What follows belongs to an exercise in optimizing a design on an open flow for small area, a short achievable clock period and few clock cycles; a production flow would make more cautious choices. RTL that was checked went through simulation tests only; none was proved equivalent to the original. No activity file was given, so power comes from the tool's default toggle rates.

==> raven <==
==> flow/design.v <==
`timescale 1 ns / 1 ps
module Sobel (
    input         ap_clk,
    input         ap_rst,
    input         ap_start,
    output        ap_done,
    output        ap_idle,
    output        ap_ready,
    input  [31:0] p_src_mat_rows_read,
    input  [31:0] p_src_mat_cols_read,
    output [11:0] p_src_mat_data_V_address0,
    output        p_src_mat_data_V_ce0,
    input  [7:0]  p_src_mat_data_V_q0,
    output [11:0] p_dst_matx_data_V_address0,
    output        p_dst_matx_data_V_ce0,
    output        p_dst_matx_data_V_we0,
    output [7:0]  p_dst_matx_data_V_d0,
    output [11:0] p_dst_maty_data_V_address0,
    output        p_dst_maty_data_V_ce0,
    output        p_dst_maty_data_V_we0,
    output [7:0]  p_dst_maty_data_V_d0
);
localparam NS = 4;             
localparam H  = 1 << NS;       
localparam PW = NS + 1;        
wire [12:0] R_in = p_src_mat_rows_read[12:0];
wire [6:0]  C_in = p_src_mat_cols_read[6:0];
wire [12:0] R_m3  = R_in - 2'd3;
wire [7:0]  kc_in = (R_in <= 13'd2) ? 8'd0 : R_m3[NS +: 8];
wire [PW-1:0] vll_in = (R_in <= 13'd2) ? 1'b1 : {1'b0, R_m3[NS-1:0]} + 1'b1;
reg          busy;             
reg          run;              
reg  [5:0]   cm1;              
reg  [6:0]   cc;               
reg  [7:0]   kc;               
reg  [PW-1:0] vll;             
reg          nfull;            
reg          last;             
reg  [PW-1:0] vlen;            
reg  [PW-1:0] p;               
reg          colend;           
reg          cn;               
reg          r1;               
reg          bub;              
reg  [5:0]   cr;               
reg          lastcol;          
reg          col0, col1;       
reg          c1;               
reg          k_row, k_col, k_new;   
reg          k_ci;             
reg          flush;            
reg          ovl;              
reg          s0;               
reg          t0;               
reg  [11:0]  rd;               
reg  [11:0]  cb;               
reg          rdce;
wire accept  = !busy && ap_start;
wire st_new  = colend && (flush ? !last : (lastcol && !last && nfull));   
wire st_fl   = colend && !flush && lastcol && (last || !nfull);            
wire st_col  = colend && !flush && !lastcol;                               
wire st_end  = colend && flush && last;
wire ext     = flush && last && !bub;
wire [11:0] rd_row = rd + {5'd0, cc};
wire [11:0] rd_col = cb + 1'b1;
wire [11:0] rd_str = rd + ~{5'd0, cm1, 1'b1} + k_ci;
wire [11:0] rd_n   = ({12{k_row}} & rd_row) | ({12{k_col}} & rd_col) | ({12{k_new}} & rd_str);
wire         n_run    = run && !st_end;
wire         n_flush  = st_fl ? 1'b1 : st_new ? 1'b0 : flush;
wire         n_last   = st_new ? (kc == 8'd1) : last;
wire [PW-1:0] n_p     = colend ? {PW{1'b0}} : p + 1'b1;
wire         n_colend = !colend && (p == vlen);
wire         n_cn     = !colend && !cn && (p == vlen);
wire         n_kcol   = n_colend && !flush && (!lastcol || last || !nfull);
wire         n_knew   = n_colend && (flush ? !last : (lastcol && !last && nfull));
always @(posedge ap_clk) begin
    if (ap_rst) begin
        busy <= 1'b0;
        run  <= 1'b0;
        rdce <= 1'b0;
        k_row <= 1'b0;
        k_col <= 1'b0;
        k_new <= 1'b0;
    end else if (accept) begin
        busy <= 1'b1;
        run  <= 1'b1;
        rdce <= 1'b1;
        k_row <= 1'b1;
        k_col <= 1'b0;
        k_new <= 1'b0;
    end else begin
        k_row <= n_run && !(ext ? cn : n_colend);
        k_col <= n_run && n_kcol;
        k_new <= n_run && n_knew;
        if (ap_done) busy <= 1'b0;
        run  <= n_run;
        rdce <= n_run && !n_flush && !(bub && (n_p[1] || (r1 && n_p[0])));
    end
end
always @(posedge ap_clk) begin
    cm1 <= C_in[5:0] - 1'b1;
    cc  <= C_in;
    c1  <= (C_in[5:0] == 6'd1);
    r1  <= (R_in == 13'd1);
    bub <= (R_in <= 13'd2);
    vll <= vll_in;
end
always @(posedge ap_clk) begin
    nfull <= (kc != 8'd1) || vll[NS];
    if (accept) begin
        kc     <= kc_in;
        last   <= (kc_in == 8'd0);
        vlen   <= (kc_in == 8'd0) ? vll_in : H;
        cn     <= 1'b0;
        p      <= 0;
        colend <= 1'b0;
        flush  <= 1'b0;
        ovl    <= 1'b0;
        s0     <= 1'b1;
        t0     <= 1'b1;
        cb     <= 12'd0;
        cr     <= C_in[5:0] - 1'b1;
        lastcol <= (C_in[5:0] == 6'd1);
        col0   <= 1'b1;
        col1   <= 1'b0;
        k_ci   <= 1'b1;
    end else begin
        k_ci   <= !(n_knew && flush);
        p      <= n_p;
        colend <= ext ? cn : n_colend;
        cn     <= n_cn;
        flush  <= n_flush;
        last   <= n_last;
        if (k_col) cb <= rd_col;
        if (k_new) cb <= rd_str;
        if (st_new) begin
            kc   <= kc - 1'b1;
            vlen <= (kc == 8'd1) ? vll : H;
            s0   <= 1'b0;
            cr   <= cm1;
            lastcol <= c1;
            col0 <= 1'b1;
            col1 <= 1'b0;
            ovl  <= !flush;
            t0   <= s0;
        end
        if (st_fl || st_col) begin
            cr   <= cr - 1'b1;
            lastcol <= (cr == 6'd1);
            col0 <= 1'b0;
            col1 <= col0;
            ovl  <= 1'b0;
            t0   <= s0;
        end
    end
end
always @(posedge ap_clk) rd <= rd_n;
assign p_src_mat_data_V_address0 = rd;
assign p_src_mat_data_V_ce0      = rdce;
wire m_bot    = last && !bub && ((p == 0 && !col0 && !col1) || (flush && colend));
wire m_valid  = run && (((!col0 || ovl) && ((p >= 2) || (p == 1 && t0)) && !(r1 && p[1])) || m_bot);
wire m_top    = t0 && (p == 1);
wire m_left   = ovl ? c1 : col1;
wire m_last   = run && st_end;
wire m_fcol   = t0 ? (p == 1) : (p == 2);
wire m_fstrip = m_left && !t0;
wire m_first  = m_left && t0 && (p == 1);    
reg m1_bot, m2_bot, m3_bot;
reg m1_valid, m1_top, m1_left, m1_right, m1_last, m1_fcol, m1_fstrip, m1_first;
reg m2_valid, m2_right, m2_last, m2_fcol, m2_fstrip, m2_first;
reg m3_valid, m3_right, m3_last;
reg w_row, w_col, w_str, w_hold, w_keep;
reg ce_d1;
always @(posedge ap_clk) begin
    if (ap_rst) begin
        m1_valid <= 1'b0; m1_last <= 1'b0;
        m2_valid <= 1'b0; m2_last <= 1'b0;
        m3_valid <= 1'b0; m3_last <= 1'b0;
        ce_d1 <= 1'b0;
    end else begin
        m1_valid <= m_valid;  m1_last <= m_last;
        m2_valid <= m1_valid; m2_last <= m1_last;
        m3_valid <= m2_valid; m3_last <= m2_last;
        ce_d1 <= rdce;
    end
end
always @(posedge ap_clk) begin
    m1_bot <= m_bot; m2_bot <= m1_bot;
    m1_top <= m_top; m1_left <= m_left; m1_right <= ovl; m1_fcol <= m_fcol; m1_fstrip <= m_fstrip; m1_first <= m_first;
    m2_right <= m1_right; m2_fcol <= m1_fcol; m2_fstrip <= m1_fstrip; m2_first <= m1_first;
    m3_right <= m2_right; m3_bot <= m2_bot;
    w_row  <= m2_valid && !m2_fcol;
    w_col  <= m2_valid && m2_fcol && !m2_fstrip && !m2_first;
    w_str  <= m2_valid && m2_fcol && m2_fstrip;
    w_hold <= !m2_valid;
    w_keep <= !(m2_valid && m2_fcol);
end
reg  [NS-1:0] sen;
wire [PW-1:0] vlen1 = vlen - 1'b1;
always @(posedge ap_clk) sen <= vlen1[NS-1:0];
reg [7:0] e0, e1, e2, f0, f1, f2, g0, g1, g2;
reg [7:0] e0m, g0m;
reg [8*H-1:0] va, vb;
wire [7:0] ca [0:NS];
wire [7:0] cv [0:NS];
assign ca[0] = va[7:0];
assign cv[0] = vb[7:0];
genvar gi, gj;
generate
    for (gi = 0; gi < NS; gi = gi + 1) begin : seg
        localparam integer LEN  = 1 << gi;
        localparam integer BASE = 1 << gi;
        always @(posedge ap_clk) begin
            va[8*BASE +: 8] <= ca[gi];
            vb[8*BASE +: 8] <= cv[gi];
        end
        for (gj = 1; gj < LEN; gj = gj + 1) begin : st
            always @(posedge ap_clk) begin
                va[8*(BASE+gj) +: 8] <= va[8*(BASE+gj-1) +: 8];
                vb[8*(BASE+gj) +: 8] <= vb[8*(BASE+gj-1) +: 8];
            end
        end
        assign ca[gi+1] = sen[gi] ? va[8*(BASE+LEN-1) +: 8] : ca[gi];
        assign cv[gi+1] = sen[gi] ? vb[8*(BASE+LEN-1) +: 8] : cv[gi];
    end
endgenerate
always @(posedge ap_clk) begin
    va[7:0] <= e1;
    vb[7:0] <= f1;
end
always @(posedge ap_clk) begin
    e0 <= ce_d1 ? p_src_mat_data_V_q0 : 8'd0;
    e0m <= (ce_d1 && !m1_bot && !m1_right) ? p_src_mat_data_V_q0 : 8'd0;
    g0m <= (m1_left || m1_bot) ? 8'd0 : cv[NS];
    e1 <= e0;
    e2 <= (m1_top || m1_right) ? 8'd0 : e1;
    f0 <= ca[NS];
    f1 <= f0;
    f2 <= m1_top ? 8'd0 : f1;
    g0 <= m1_left ? 8'd0 : cv[NS];
    g1 <= g0;
    g2 <= m1_top ? 8'd0 : g1;
end
reg [9:0] sxp, sxm, syp, sym;
always @(posedge ap_clk) begin
    sxp <= {2'd0, e2} + {1'd0, e1, 1'b0} + {2'd0, e0m};
    sxm <= {2'd0, g2} + {1'd0, g1, 1'b0} + {2'd0, g0m};
    syp <= {2'd0, g0} + {1'd0, f0, 1'b0} + {2'd0, e0m};
    sym <= {2'd0, g2} + {1'd0, f2, 1'b0} + {2'd0, e2};
end
wire [10:0] gx = {1'b0, sxp} - {1'b0, sxm};
wire [10:0] gy = {1'b0, syp} - {1'b0, sym};
wire [7:0] cx = (gx[10] || m3_right) ? 8'd0 : (|gx[9:8]) ? 8'd255 : gx[7:0];
wire [7:0] cy = (gy[10] || m3_bot) ? 8'd0 : (|gy[9:8]) ? 8'd255 : gy[7:0];
reg [7:0]  ox, oy;
reg [11:0] oa, wcb;
reg        owe, odone;
wire [11:0] oa_row = oa + {5'd0, cc};
wire [11:0] oa_str = oa + 1'b1;
wire [11:0] oa_col = wcb + 1'b1;
wire [11:0] oa_n = ({12{w_row}} & oa_row) | ({12{w_col}} & oa_col) | ({12{w_str}} & oa_str) | ({12{w_hold}} & oa);
wire [11:0] wcb_n = ({12{w_col}} & oa_col) | ({12{w_str}} & oa_str) | ({12{w_keep}} & wcb);
always @(posedge ap_clk) begin
    ox <= cx;
    oy <= cy;
    wcb <= wcb_n;
    oa  <= oa_n;
end
always @(posedge ap_clk) begin
    if (ap_rst) begin
        owe   <= 1'b0;
        odone <= 1'b0;
    end else begin
        owe   <= m3_valid;
        odone <= m3_last;
    end
end
assign p_dst_matx_data_V_address0 = oa;
assign p_dst_matx_data_V_ce0      = owe;
assign p_dst_matx_data_V_we0      = owe;
assign p_dst_matx_data_V_d0       = ox;
assign p_dst_maty_data_V_address0 = oa;
assign p_dst_maty_data_V_ce0      = owe;
assign p_dst_maty_data_V_we0      = owe;
assign p_dst_maty_data_V_d0       = oy;
assign ap_done  = odone;
assign ap_ready = odone;
assign ap_idle  = !busy && !ap_start;
endmodule
==> flow/flow/run.sh <==
#!/bin/bash
# Standard layout flow; only the cell used to buffer the ports is chosen
# (sky130_fd_sc_hd__buf_1 instead of the tool's default pick).
set -o pipefail
cp standard.sh standard_sh_copy.log
cp config.mk config_orig.log
echo 'export BUFFER_PORTS_ARGS = -buffer_cell sky130_fd_sc_hd__buf_1' >> config.mk
bash standard.sh > standard_run.log 2>&1
==> flow/standard.sh <==
#!/bin/bash
# synth_recipe.tcl (not shown) runs the flow's synth.tcl, then flattens the netlist and writes it again
# the make line also repeats each setting of config.mk as NAME=value (left out here)
make -C /OpenROAD-flow-scripts/flow DESIGN_CONFIG=/design/flow/config.mk WORK_HOME=/design/flow/orfs CLKGATE_MAP_FILE= SYNTH_SCRIPT=/design/flow/synth_recipe.tcl "${@:-finish}"
==> flow/config.mk <==
export PLATFORM = sky130hd
export DESIGN_NAME = Sobel
export DESIGN_NICKNAME = Sobel
export VERILOG_FILES = /design/flow/design.v
export SDC_FILE = /design/flow/constraint.sdc
export NUM_CORES = 4
export LEC_CHECK = 0
export CAP_MARGIN = 20
export CORE_MARGIN = 2
export CORE_UTILIZATION = 55
export CTS_CLUSTER_DIAMETER = 80
export CTS_CLUSTER_SIZE = 32
export SETUP_SLACK_MARGIN = 2.5
export SLEW_MARGIN = 20
export BUFFER_PORTS_ARGS = -buffer_cell sky130_fd_sc_hd__buf_1
==> flow/constraint.sdc <==
create_clock -name core_clock -period 5.0 [get_ports {ap_clk}]
set_input_delay 1.0000 -clock core_clock [delete_from_list [all_inputs] [get_ports {ap_clk}]]
set_output_delay 1.0000 -clock core_clock [all_outputs]
set_load 0.01 [all_outputs]
==> ember (differences from raven) <==
--- a/flow/design.v
+++ b/flow/design.v
@@ -21,19 +21,18 @@
     output [7:0]  p_dst_maty_data_V_d0
 );
-localparam NS = 4;             
-localparam H  = 1 << NS;       
-localparam PW = NS + 1;        
+localparam H  = 12;            
+localparam PW = $clog2(H + 2);   
+localparam LH = $clog2(H + 1) - 1;   
+localparam XL = H - (1 << LH) + 1;   
+localparam NS = LH + 1;
 wire [12:0] R_in = p_src_mat_rows_read[12:0];
 wire [6:0]  C_in = p_src_mat_cols_read[6:0];
-wire [12:0] R_m3  = R_in - 2'd3;
-wire [7:0]  kc_in = (R_in <= 13'd2) ? 8'd0 : R_m3[NS +: 8];
-wire [PW-1:0] vll_in = (R_in <= 13'd2) ? 1'b1 : {1'b0, R_m3[NS-1:0]} + 1'b1;
 reg          busy;             
 reg          run;              
 reg  [5:0]   cm1;              
-reg  [6:0]   cc;               
-reg  [7:0]   kc;               
-reg  [PW-1:0] vll;             
+reg  [12:0]  rem;              
 reg          nfull;            
+reg          nlast;            
+reg  [PW-1:0] nvlen;           
 reg          last;             
 reg  [PW-1:0] vlen;            
@@ -42,10 +41,9 @@
 reg          cn;               
 reg          r1;               
-reg          bub;              
 reg  [5:0]   cr;               
 reg          lastcol;          
 reg          col0, col1;       
 reg          c1;               
-reg          k_row, k_col, k_new;   
+reg          k_col, k_new;     
 reg          k_ci;             
 reg          flush;            
@@ -61,12 +59,11 @@
 wire st_col  = colend && !flush && !lastcol;                               
 wire st_end  = colend && flush && last;
-wire ext     = flush && last && !bub;
-wire [11:0] rd_row = rd + {5'd0, cc};
-wire [11:0] rd_col = cb + 1'b1;
-wire [11:0] rd_str = rd + ~{5'd0, cm1, 1'b1} + k_ci;
-wire [11:0] rd_n   = ({12{k_row}} & rd_row) | ({12{k_col}} & rd_col) | ({12{k_new}} & rd_str);
+wire ext     = flush && last && !r1;
+wire [11:0] ad_a = k_col ? cb : rd;
+wire [11:0] ad_b = k_new ? ~{5'd0, cm1, 1'b1} : k_col ? 12'd0 : {6'd0, cm1};
+wire [11:0] ad_s = ad_a + ad_b + k_ci;
 wire         n_run    = run && !st_end;
 wire         n_flush  = st_fl ? 1'b1 : st_new ? 1'b0 : flush;
-wire         n_last   = st_new ? (kc == 8'd1) : last;
+wire         n_last   = st_new ? nlast : last;
 wire [PW-1:0] n_p     = colend ? {PW{1'b0}} : p + 1'b1;
 wire         n_colend = !colend && (p == vlen);
@@ -79,37 +76,24 @@
         run  <= 1'b0;
         rdce <= 1'b0;
-        k_row <= 1'b0;
-        k_col <= 1'b0;
-        k_new <= 1'b0;
     end else if (accept) begin
         busy <= 1'b1;
         run  <= 1'b1;
         rdce <= 1'b1;
-        k_row <= 1'b1;
-        k_col <= 1'b0;
-        k_new <= 1'b0;
-    end else begin
-        k_row <= n_run && !(ext ? cn : n_colend);
-        k_col <= n_run && n_kcol;
-        k_new <= n_run && n_knew;
+    end else begin
         if (ap_done) busy <= 1'b0;
         run  <= n_run;
-        rdce <= n_run && !n_flush && !(bub && (n_p[1] || (r1 && n_p[0])));
-    end
-end
-always @(posedge ap_clk) begin
-    cm1 <= C_in[5:0] - 1'b1;
-    cc  <= C_in;
-    c1  <= (C_in[5:0] == 6'd1);
-    r1  <= (R_in == 13'd1);
-    bub <= (R_in <= 13'd2);
-    vll <= vll_in;
-end
-always @(posedge ap_clk) begin
-    nfull <= (kc != 8'd1) || vll[NS];
+        rdce <= n_run && !n_flush && !(r1 && n_colend);
+    end
+end
+always @(posedge ap_clk) begin
+    nfull <= (rem >= 2*H + 2);
+    nlast <= (rem <= 2*H + 2);
+    nvlen <= (rem <= 2*H + 2) ? rem[PW-1:0] - (H + 2) : H;
     if (accept) begin
-        kc     <= kc_in;
-        last   <= (kc_in == 8'd0);
-        vlen   <= (kc_in == 8'd0) ? vll_in : H;
+        cm1    <= C_in[5:0] - 1'b1;
+        rem    <= R_in;
+        last   <= (R_in <= H + 2);
+        vlen   <= (R_in <= H + 2) ? ((R_in == 13'd1) ? {PW{1'b0}} : R_in[PW-1:0] - 2'd2) : H;
+        r1     <= (R_in == 13'd1);
         cn     <= 1'b0;
         p      <= 0;
@@ -119,11 +103,17 @@
         s0     <= 1'b1;
         t0     <= 1'b1;
+        rd     <= 12'd0;
         cb     <= 12'd0;
         cr     <= C_in[5:0] - 1'b1;
         lastcol <= (C_in[5:0] == 6'd1);
+        c1     <= (C_in[5:0] == 6'd1);
         col0   <= 1'b1;
         col1   <= 1'b0;
+        k_col  <= 1'b0;
+        k_new  <= 1'b0;
         k_ci   <= 1'b1;
     end else begin
+        k_col  <= n_kcol;
+        k_new  <= n_knew;
         k_ci   <= !(n_knew && flush);
         p      <= n_p;
@@ -132,9 +122,9 @@
         flush  <= n_flush;
         last   <= n_last;
-        if (k_col) cb <= rd_col;
-        if (k_new) cb <= rd_str;
+        rd <= ad_s;
+        if (k_col || k_new) cb <= ad_s;
         if (st_new) begin
-            kc   <= kc - 1'b1;
-            vlen <= (kc == 8'd1) ? vll : H;
+            rem  <= rem - H;
+            vlen <= nvlen;
             s0   <= 1'b0;
             cr   <= cm1;
@@ -155,9 +145,8 @@
     end
 end
-always @(posedge ap_clk) rd <= rd_n;
 assign p_src_mat_data_V_address0 = rd;
 assign p_src_mat_data_V_ce0      = rdce;
-wire m_bot    = last && !bub && ((p == 0 && !col0 && !col1) || (flush && colend));
-wire m_valid  = run && (((!col0 || ovl) && ((p >= 2) || (p == 1 && t0)) && !(r1 && p[1])) || m_bot);
+wire m_bot    = last && !r1 && ((p == 0 && !col0 && !col1) || (flush && colend));
+wire m_valid  = run && (((!col0 || ovl) && ((p >= 2) || (p == 1 && t0))) || m_bot);
 wire m_top    = t0 && (p == 1);
 wire m_left   = ovl ? c1 : col1;
@@ -165,10 +154,8 @@
 wire m_fcol   = t0 ? (p == 1) : (p == 2);
 wire m_fstrip = m_left && !t0;
-wire m_first  = m_left && t0 && (p == 1);    
 reg m1_bot, m2_bot, m3_bot;
-reg m1_valid, m1_top, m1_left, m1_right, m1_last, m1_fcol, m1_fstrip, m1_first;
-reg m2_valid, m2_right, m2_last, m2_fcol, m2_fstrip, m2_first;
-reg m3_valid, m3_right, m3_last;
-reg w_row, w_col, w_str, w_hold, w_keep;
+reg m1_valid, m1_top, m1_left, m1_right, m1_last, m1_fcol, m1_fstrip;
+reg m2_valid, m2_right, m2_last, m2_fcol, m2_fstrip;
+reg m3_valid, m3_right, m3_last, m3_fcol, m3_wcb;
 reg ce_d1;
 always @(posedge ap_clk) begin
@@ -187,16 +174,13 @@
 always @(posedge ap_clk) begin
     m1_bot <= m_bot; m2_bot <= m1_bot;
-    m1_top <= m_top; m1_left <= m_left; m1_right <= ovl; m1_fcol <= m_fcol; m1_fstrip <= m_fstrip; m1_first <= m_first;
-    m2_right <= m1_right; m2_fcol <= m1_fcol; m2_fstrip <= m1_fstrip; m2_first <= m1_first;
-    m3_right <= m2_right; m3_bot <= m2_bot;
-    w_row  <= m2_valid && !m2_fcol;
-    w_col  <= m2_valid && m2_fcol && !m2_fstrip && !m2_first;
-    w_str  <= m2_valid && m2_fcol && m2_fstrip;
-    w_hold <= !m2_valid;
-    w_keep <= !(m2_valid && m2_fcol);
+    m1_top <= m_top; m1_left <= m_left; m1_right <= ovl; m1_fcol <= m_fcol; m1_fstrip <= m_fstrip;
+    m2_right <= m1_right; m2_fcol <= m1_fcol; m2_fstrip <= m1_fstrip;
+    m3_right <= m2_right; m3_bot <= m2_bot; m3_fcol <= m2_fcol; m3_wcb <= m2_fcol && !m2_fstrip;
 end
 reg  [NS-1:0] sen;
-wire [PW-1:0] vlen1 = vlen - 1'b1;
-always @(posedge ap_clk) sen <= vlen1[NS-1:0];
+always @(posedge ap_clk) begin
+    if (vlen >= (1 << LH)) sen <= {1'b1, vlen[LH-1:0] - XL[LH-1:0]};
+    else                   sen <= {1'b0, vlen[LH-1:0]};
+end
 reg [7:0] e0, e1, e2, f0, f1, f2, g0, g1, g2;
 reg [7:0] e0m, g0m;
@@ -204,11 +188,11 @@
 wire [7:0] ca [0:NS];
 wire [7:0] cv [0:NS];
-assign ca[0] = va[7:0];
-assign cv[0] = vb[7:0];
+assign ca[0] = e1;
+assign cv[0] = f1;
 genvar gi, gj;
 generate
     for (gi = 0; gi < NS; gi = gi + 1) begin : seg
-        localparam integer LEN  = 1 << gi;
-        localparam integer BASE = 1 << gi;
+        localparam integer LEN  = (gi < LH) ? (1 << gi) : XL;
+        localparam integer BASE = (gi < LH) ? ((1 << gi) - 1) : ((1 << LH) - 1);
         always @(posedge ap_clk) begin
             va[8*BASE +: 8] <= ca[gi];
@@ -225,8 +209,4 @@
     end
 endgenerate
-always @(posedge ap_clk) begin
-    va[7:0] <= e1;
-    vb[7:0] <= f1;
-end
 always @(posedge ap_clk) begin
     e0 <= ce_d1 ? p_src_mat_data_V_q0 : 8'd0;
@@ -250,20 +230,18 @@
 end
 wire [10:0] gx = {1'b0, sxp} - {1'b0, sxm};
-wire [10:0] gy = {1'b0, syp} - {1'b0, sym};
+wire [10:0] gy = {1'b0, m3_bot ? 10'd0 : syp} - {1'b0, sym};
 wire [7:0] cx = (gx[10] || m3_right) ? 8'd0 : (|gx[9:8]) ? 8'd255 : gx[7:0];
-wire [7:0] cy = (gy[10] || m3_bot) ? 8'd0 : (|gy[9:8]) ? 8'd255 : gy[7:0];
+wire [7:0] cy = gy[10] ? 8'd0 : (|gy[9:8]) ? 8'd255 : gy[7:0];
 reg [7:0]  ox, oy;
 reg [11:0] oa, wcb;
 reg        owe, odone;
-wire [11:0] oa_row = oa + {5'd0, cc};
-wire [11:0] oa_str = oa + 1'b1;
-wire [11:0] oa_col = wcb + 1'b1;
-wire [11:0] oa_n = ({12{w_row}} & oa_row) | ({12{w_col}} & oa_col) | ({12{w_str}} & oa_str) | ({12{w_hold}} & oa);
-wire [11:0] wcb_n = ({12{w_col}} & oa_col) | ({12{w_str}} & oa_str) | ({12{w_keep}} & wcb);
+wire [11:0] wa_a = m3_wcb ? wcb : oa;
+wire [11:0] wa_n = wa_a + (m3_fcol ? 12'd0 : {6'd0, cm1}) + 1'b1;
 always @(posedge ap_clk) begin
     ox <= cx;
     oy <= cy;
-    wcb <= wcb_n;
-    oa  <= oa_n;
+    if (accept) wcb <= 12'hfff;
+    else if (m3_valid && m3_fcol) wcb <= wa_n;
+    if (m3_valid) oa <= wa_n;
 end
 always @(posedge ap_clk) begin
- CTS_CLUSTER_DIAMETER: 80 -> 60
- CTS_CLUSTER_SIZE: 32 -> 24
==> amber (differences from raven) <==
- SETUP_SLACK_MARGIN: 2.5 -> 2.9
==> maple (differences from raven) <==
--- a/flow/design.v
+++ b/flow/design.v
@@ -28,11 +28,9 @@
 wire [12:0] R_m3  = R_in - 2'd3;
 wire [7:0]  kc_in = (R_in <= 13'd2) ? 8'd0 : R_m3[NS +: 8];
-wire [PW-1:0] vll_in = (R_in <= 13'd2) ? 1'b1 : {1'b0, R_m3[NS-1:0]} + 1'b1;
+wire [PW-1:0] vll = (R_in <= 13'd2) ? 1'b1 : {1'b0, R_m3[NS-1:0]} + 1'b1;
 reg          busy;             
 reg          run;              
-reg  [5:0]   cm1;              
 reg  [6:0]   cc;               
 reg  [7:0]   kc;               
-reg  [PW-1:0] vll;             
 reg          nfull;            
 reg          last;             
@@ -48,5 +46,5 @@
 reg          c1;               
 reg          k_row, k_col, k_new;   
-reg          k_ci;             
+reg          k_ov;             
 reg          flush;            
 reg          ovl;              
@@ -64,6 +62,7 @@
 wire [11:0] rd_row = rd + {5'd0, cc};
 wire [11:0] rd_col = cb + 1'b1;
-wire [11:0] rd_str = rd + ~{5'd0, cm1, 1'b1} + k_ci;
-wire [11:0] rd_n   = ({12{k_row}} & rd_row) | ({12{k_col}} & rd_col) | ({12{k_new}} & rd_str);
+wire [11:0] rd_n   = ({12{k_row}} & rd_row) | ({12{k_col || (k_new && k_ov)}} & rd_col) |
+                     ({12{k_new && !k_ov}} & cb);
+wire        cap    = (p == H - 1) && !last && (flush || (lastcol && nfull));
 wire         n_run    = run && !st_end;
 wire         n_flush  = st_fl ? 1'b1 : st_new ? 1'b0 : flush;
@@ -99,10 +98,8 @@
 end
 always @(posedge ap_clk) begin
-    cm1 <= C_in[5:0] - 1'b1;
     cc  <= C_in;
     c1  <= (C_in[5:0] == 6'd1);
     r1  <= (R_in == 13'd1);
     bub <= (R_in <= 13'd2);
-    vll <= vll_in;
 end
 always @(posedge ap_clk) begin
@@ -111,5 +108,5 @@
         kc     <= kc_in;
         last   <= (kc_in == 8'd0);
-        vlen   <= (kc_in == 8'd0) ? vll_in : H;
+        vlen   <= (kc_in == 8'd0) ? vll : H;
         cn     <= 1'b0;
         p      <= 0;
@@ -124,7 +121,7 @@
         col0   <= 1'b1;
         col1   <= 1'b0;
-        k_ci   <= 1'b1;
-    end else begin
-        k_ci   <= !(n_knew && flush);
+        k_ov   <= 1'b1;
+    end else begin
+        k_ov   <= !flush;
         p      <= n_p;
         colend <= ext ? cn : n_colend;
@@ -132,11 +129,11 @@
         flush  <= n_flush;
         last   <= n_last;
-        if (k_col) cb <= rd_col;
-        if (k_new) cb <= rd_str;
+        if (k_col || (k_new && k_ov)) cb <= rd_col;
+        else if (cap) cb <= rd;
         if (st_new) begin
             kc   <= kc - 1'b1;
             vlen <= (kc == 8'd1) ? vll : H;
             s0   <= 1'b0;
-            cr   <= cm1;
+            cr   <= C_in[5:0] - 1'b1;
             lastcol <= c1;
             col0 <= 1'b1;
- SETUP_SLACK_MARGIN: 2.5 -> 2.6
==> metrics.log <==
[metrics] run status: finished clean
[metrics] met3 GRT Util: 0.0226
[metrics] max_slew headroom: 0.223
[metrics] final worst-path cycle share: 0.478
[metrics] met3 routed wirelength: 1040 um
[metrics] share of total power in the clock network: 0.254
[metrics] multi-input gate area in the final layout: 0.00842 mm^2
[metrics] wire length per cell: 16.4 um
[metrics] Post-Synthesis Mean Instance Area: 11.7 um^2
[metrics] reg2reg start: e2[1]
[metrics] CP bufs+invs: 0
[metrics] nets@finish: 1995
[metrics] largest net degree at the start of global routing: 39
[metrics] post-synth net total: 1850
[metrics] portion of the layout cell area used by clock cells: 0.0391
[metrics] Tap Count: 455
[metrics] post-CTS clock slew at the launch and capture registers of the worst setup and hold paths: 0.11 ns
[metrics] largest registers: va x128, vb x128
[metrics] total clock network power: 2560 uW
# the run above: amber

==> metrics.log <==
[metrics] multi-input gate area in the final layout: 0.00781 mm^2
[metrics] Post-Synthesis Mean Instance Area: 11.7 um^2
[metrics] met3 routed wirelength: 1090 um
[metrics] max_slew headroom: 0.285
[metrics] run status: finished clean
[metrics] post-synth net total: 1850
[metrics] Tap Count: 455
[metrics] reg2reg start: syp[0]
[metrics] largest registers: va x128, vb x128
# the run above: raven

==> metrics.log <==
[metrics] post-CTS clock slew at the launch and capture registers of the worst setup and hold paths: 0.08 ns
[metrics] combinational-cell power consumption: 2510 uW
[metrics] largest registers: va x96, vb x96, rem x13
[metrics] met3 GRT Util: 0.0291
[metrics] final worst-path cycle share: 0.509
[metrics] cell area after layout: 0.0197 mm^2
[metrics] nets@finish: 1777
[metrics] number of max-cap violations: 0
[metrics] multi-input gate area in the final layout: 0.00735 mm^2
[metrics] run status: finished clean
[metrics] portion of the layout cell area used by clock cells: 0.0592
[metrics] Post-Synthesis Mean Instance Area: 11.7 um^2
[metrics] share of total power in the clock network: 0.288
[metrics] largest net degree at the start of global routing: 52
[metrics] max_slew headroom: 0.385
[metrics] wire length per cell: 15.8 um
[metrics] met3 routed wirelength: 959 um
# the run above: ember

==> metrics.log <==
[metrics] run status: finished clean
[metrics] multi-input gate area in the final layout: 0.00733 mm^2
[metrics] post-synth net total: 1767
[metrics] Post-Synthesis Mean Instance Area: 11.8 um^2
[metrics] Tap Count: 448
[metrics] wire length per cell: 15.8 um
[metrics] portion of the layout cell area used by clock cells: 0.0356
[metrics] met3 GRT Util: 0.0279
[metrics] reg2reg start: e1[1]
[metrics] post-CTS clock slew at the launch and capture registers of the worst setup and hold paths: 0.11 ns
[metrics] final worst-path cycle share: 0.474
[metrics] max_slew headroom: 0.457
# the run above: maple

Testbench counts of raven, summed over its fixed seeds: cycles 82,208.
Testbench counts of amber, summed over its fixed seeds: cycles 82,208.
Testbench counts of maple, summed over its fixed seeds: cycles 82,208.
Only the layout flow was run in ember; the RTL was not checked for function there.

[what the ideal ports hide]
In the flow no input, the clock included, has a driving cell. The finished layouts below were timed again as built, in two steps. Step 1 (the two cells are an assumption about what drives the block):
set clk [get_ports {ap_clk}]
set_driving_cell -lib_cell sky130_fd_sc_hd__clkbuf_16 $clk
set_driving_cell -lib_cell sky130_fd_sc_hd__buf_2 [delete_from_list [all_inputs] $clk]
Step 2 adds t to the input delays and takes it off the output delays; t is the mean of the earliest and latest rising clock arrival at the registers after step 1. Input paths then give back, and output paths get back, about the clock's delay inside the block. a / b / c = ideal / step 1 / step 2; a / b = the first two.
run	shift t [ns]	slack for setup (ns)	worst hold slack (ns)	slew at the worst register clock pin (ns)	pins driven straight from the clock port
raven	0.611	2.569 / 2.569 / 1.994	0.331 / 0.331 / 0.331	0.12 / 0.12	1
ember	0.567	2.454 / 2.454 / 2.259	0.321 / 0.321 / 0.321	0.09 / 0.09	1
amber	0.630	2.608 / 2.608 / 2.072	0.326 / 0.326 / 0.326	0.12 / 0.12	1
maple	0.597	2.628 / 2.609 / 2.126	0.317 / 0.317 / 0.317	0.11 / 0.11	1
After both steps setup and hold are still met in every run listed. The setup slack of raven, which loses most, moves by 0.000 ns with the drivers and by -0.575 ns with both steps.
